This design comes from an exercise in tuning for small area, a short achievable clock period and few clock cycles on the open sky130 flow, not from production work. Where RTL was checked, it was by simulation tests only, not by an equivalence proof against the original. Power figures rest on the tool's default switching activity, not on a simulated workload.

## LASER
module LASER (
    input            CLK,
    input            RST,
    input      [3:0] X,
    input      [3:0] Y,
    output reg [3:0] C1X,
    output reg [3:0] C1Y,
    output reg [3:0] C2X,
    output reg [3:0] C2Y,
    output reg       DONE
);
==> flow/config.mk <==
export PLATFORM = sky130hd
export DESIGN_NAME = LASER
export DESIGN_NICKNAME = LASER
export VERILOG_FILES = /design/flow/design.v
export SDC_FILE = /design/flow/constraint.sdc
export NUM_CORES = 4
export LEC_CHECK = 0
export CAP_MARGIN = 20
export CORE_MARGIN = 2
export CORE_UTILIZATION = 40
export SLEW_MARGIN = 20
==> flow/constraint.sdc <==
create_clock -name core_clock -period 11.0 [get_ports {CLK}]
set_input_delay 2.2000 -clock core_clock [delete_from_list [all_inputs] [get_ports {CLK}]]
set_output_delay 2.2000 -clock core_clock [all_outputs]
set_load 0.01 [all_outputs]
standard.sh (not shown) runs the stock make flow with config.mk's settings and CLKGATE_MAP_FILE= SYNTH_SCRIPT=/design/flow/synth_recipe.tcl, a recipe that flattens the netlist after the stock synthesis.
==> flow/flow/run.sh <==
#!/bin/bash
# The standard layout (standard.sh), with one change: the buffer that
# buffer_ports puts on every input and output port is sky130_fd_sc_hd__buf_2.
set -euo pipefail
bash standard.sh BUFFER_PORTS_ARGS="-buffer_cell sky130_fd_sc_hd__buf_2" finish > orfs_make.log 2>&1
The first run went through all stages and came out clean.
Next try:
--- a/flow/design.v
+++ b/flow/design.v
@@ -32,22 +32,19 @@
       else if (d <= 5'd2 || d >= 5'd30)    rclass = 3'b110;
       else if (d == 5'd3 || d == 5'd29)    rclass = 3'b101;
       else if (d == 5'd4 || d == 5'd28)    rclass = 3'b100;
       else                                 rclass = 3'b000;
     end
   endfunction
   function [8:0] lohi(input [2:0] c, input [3:0] px, input full);
-    reg [4:0] lo, hi;
+    reg [2:0] wd; reg [4:0] lo, hi;
     begin
-      case (c[1:0])
-        2'd0:    begin lo = {1'b0, px};         hi = {1'b0, px};         end
-        2'd1:    begin lo = {1'b0, px} - 5'd2;  hi = {1'b0, px} + 5'd2;  end
-        2'd2:    begin lo = {1'b0, px} - 5'd3;  hi = {1'b0, px} + 5'd3;  end
-        default: begin lo = {1'b0, px} - 5'd4;  hi = {1'b0, px} + 5'd4;  end
-      endcase
+      wd = (c[1:0] == 2'd0) ? 3'd0 : {1'b0, c[1:0]} + 3'd1;
+      lo = {1'b0, px} - {2'b0, wd};
+      hi = {1'b0, px} + {2'b0, wd};
       lohi[8]   = full | c[2];
       lohi[7:4] = (full | lo[4]) ? 4'd0 : lo[3:0];
       lohi[3:0] = (full | hi[4]) ? 4'd15 : hi[3:0];
     end
   endfunction
   function [15:0] therm(input [2:0] c, input [3:0] px);
     reg w2, w3, w4; integer x;
Synthesized area fell by 4.8%.
Wire length fell by 3.7%.
Flip-flop and latch count is unchanged.
Power drops by 6.9%.
Synthesized cell count fell by 10%.
Global-route usage grows by 0.24 points.
Design area fell by 4.0%.
Cell count is lower by 8.3%.
Die area goes down by 4.7%.
Worst setup slack gains 0.35 ns.
Hold slack stays flat.
Function was not checked in any run of this note: the RTL went through the layout flow alone.

--- another note on this design; it stands on its own ---

Design LASER, start of the top module:
module LASER (
    input            CLK,
    input            RST,
    input      [3:0] X,
    input      [3:0] Y,
    output reg [3:0] C1X,
    output reg [3:0] C1Y,
    output reg [3:0] C2X,
    output reg [3:0] C2Y,
    output reg       DONE
);
clock: 11.0 ns
lec_check: 0
cap_margin: 20
core_margin: 2
core_utilization: 55
cts_cluster_diameter: 100
cts_cluster_size: 24
slew_margin: 20
standard.sh (not shown) runs the stock make flow with config.mk's settings and CLKGATE_MAP_FILE= SYNTH_SCRIPT=/design/flow/synth_recipe.tcl, a recipe that flattens the netlist after the stock synthesis.
==> flow/flow/run.sh <==
#!/bin/bash
# The standard layout (standard.sh), with one change: the buffer that
# buffer_ports puts on every input and output port is sky130_fd_sc_hd__buf_2.
set -euo pipefail
bash standard.sh BUFFER_PORTS_ARGS="-buffer_cell sky130_fd_sc_hd__buf_2" finish > orfs_make.log 2>&1
The first run completed with no timing, DRC or antenna violations.
Testbench counts at the start, summed over its fixed seeds: cycles 6,413.
Rerun with:
CORE_UTILIZATION = 40   (was 55)
Result: The changed run completed with no timing, DRC or antenna violations; die area went up by well over a third; core utilization went down by 15 points; power went up slightly; setup slack gets better by 160 ps; clock power went up by a few percent; clock skew went up by 25 ps; sequential power barely changes; hold slack barely changes; routed wire length went up by a few percent; maximum frequency went up by a few percent; clock-buffer cell count went up by 1.

* * *

## lane 1
LASER, a different RTL version from the one above (not shown whole).
Size: roughly 8,900 cells after synthesis, about 1,200 flip-flops, ~27 I/O pins.
export LEC_CHECK = 0
export CAP_MARGIN = 20
export CORE_MARGIN = 2
export CORE_UTILIZATION = 60
export SLEW_MARGIN = 20
create_clock -name core_clock -period 11.0 [get_ports {CLK}]
Scripts as last shown in full above: flow/flow/run.sh
Setup changes, lane 1 to lane 2
Settings: CORE_UTILIZATION changed from 60 to 40.
==> comparison <==
- Lane 2: PASS, flow complete, no timing, DRC or antenna violations
- Lane 2 supports a lower top clock frequency than lane 1.
- Lane 2 vs. lane 1: internal power consumption went up, critical path depth decreased 1, clock skew climbed 0.021 ns, standby leakage power rose by 0.18 nW, die area moved up.
- Of lane 1 and lane 2, the lower post-detailed-route wirelength per cell belongs to lane 2.
- Diff lane 1..lane 2 | number of enable-type register cells in the synthesized netlist | unchanged
- Cmp lane 1 and lane 2 / total design power / higher: lane 2
No run of this note included a check of the RTL's function; only the layout flow was run.

* * *

LASER, a different RTL version from the one above (not shown whole).
Size in the first run: about 8900 cells after synthesis, about 27 I/O pins, ~81000 um^2 of cells after synthesis.
==> flow/config.mk <==
export PLATFORM = sky130hd
export DESIGN_NAME = LASER
export DESIGN_NICKNAME = LASER
export VERILOG_FILES = /design/flow/design.v
export SDC_FILE = /design/flow/constraint.sdc
export NUM_CORES = 4
export LEC_CHECK = 0
export CAP_MARGIN = 20
export CORE_MARGIN = 2
export CORE_UTILIZATION = 40
export CTS_CLUSTER_DIAMETER = 100
export CTS_CLUSTER_SIZE = 24
export SLEW_MARGIN = 20
==> flow/constraint.sdc <==
create_clock -name core_clock -period 11.0 [get_ports {CLK}]
set_input_delay 2.2000 -clock core_clock [delete_from_list [all_inputs] [get_ports {CLK}]]
set_output_delay 2.2000 -clock core_clock [all_outputs]
set_load 0.01 [all_outputs]
Scripts as last shown in full above: flow/flow/run.sh
The first run finished clean.
Testbench counts at the start, summed over its fixed seeds: cycles 6,413.
Next try:
Settings changed: CTS_CLUSTER_DIAMETER 100 to not set, CTS_CLUSTER_SIZE 24 to not set.
Effect: Cell area grows by a few percent. Non-clock buffer count stays the same. Utilization grows by 1.2 points. Fmax stays flat. Clock-buffer cell count grows by 101. Critical path depth stays the same.

[afterwards: timing with drivers on the ports]
The results above use ideal ports. As a check the final layouts listed here were re-extracted and re-timed, cells and wires unchanged.
Step 1 (the two cells are an assumption about what drives the block):
set clk [get_ports {CLK}]
set_driving_cell -lib_cell sky130_fd_sc_hd__clkbuf_16 $clk
set_driving_cell -lib_cell sky130_fd_sc_hd__buf_2 [delete_from_list [all_inputs] $clk]
Step 2 adds t to the input delays and takes it off the output delays; t is the mean of the earliest and latest rising clock arrival at the registers after step 1. Input paths then give back, and output paths get back, about the clock's delay inside the block.
Three values: no drivers, after step 1, after step 2; two values: the first two.
| run | t (ns) | setup WS [ns] | worst setup path after step 2 | worst slew at a driven data input, ns | cell pins on the clock port's net |
|---|---|---|---|---|---|
| the first run of note 1 | 0.861 | 6.206 / 6.206 / 6.206 | register to register | 0.04 | 1 |
| the second run of note 1 | 0.851 | 6.555 / 6.555 / 6.555 | register to register | 0.04 | 1 |
| the first run of note 2 | 0.790 | 7.248 / 7.248 / 7.016 | input to register | 0.04 | 1 |
| the second run of note 2 | 0.816 | 7.410 / 7.358 / 6.945 | input to register | 0.03 | 1 |
| lane 1 | 0.867 | 6.757 / 6.757 / 6.757 | register to register | 0.05 | 1 |
| lane 2 | 0.895 | 6.704 / 6.704 / 6.704 | register to register | 0.04 | 1 |
| the first run of note 4 | 0.804 | 7.307 / 7.307 / 7.011 | input to register | 0.04 | 1 |
| the second run of note 4 | 0.884 | 7.307 / 7.307 / 6.969 | input to register | 0.04 | 1 |
After both steps setup and hold are still met in every run listed. The setup slack of the second run of note 2, which loses most, moves by -0.052 ns with the drivers and by -0.465 ns with both steps.
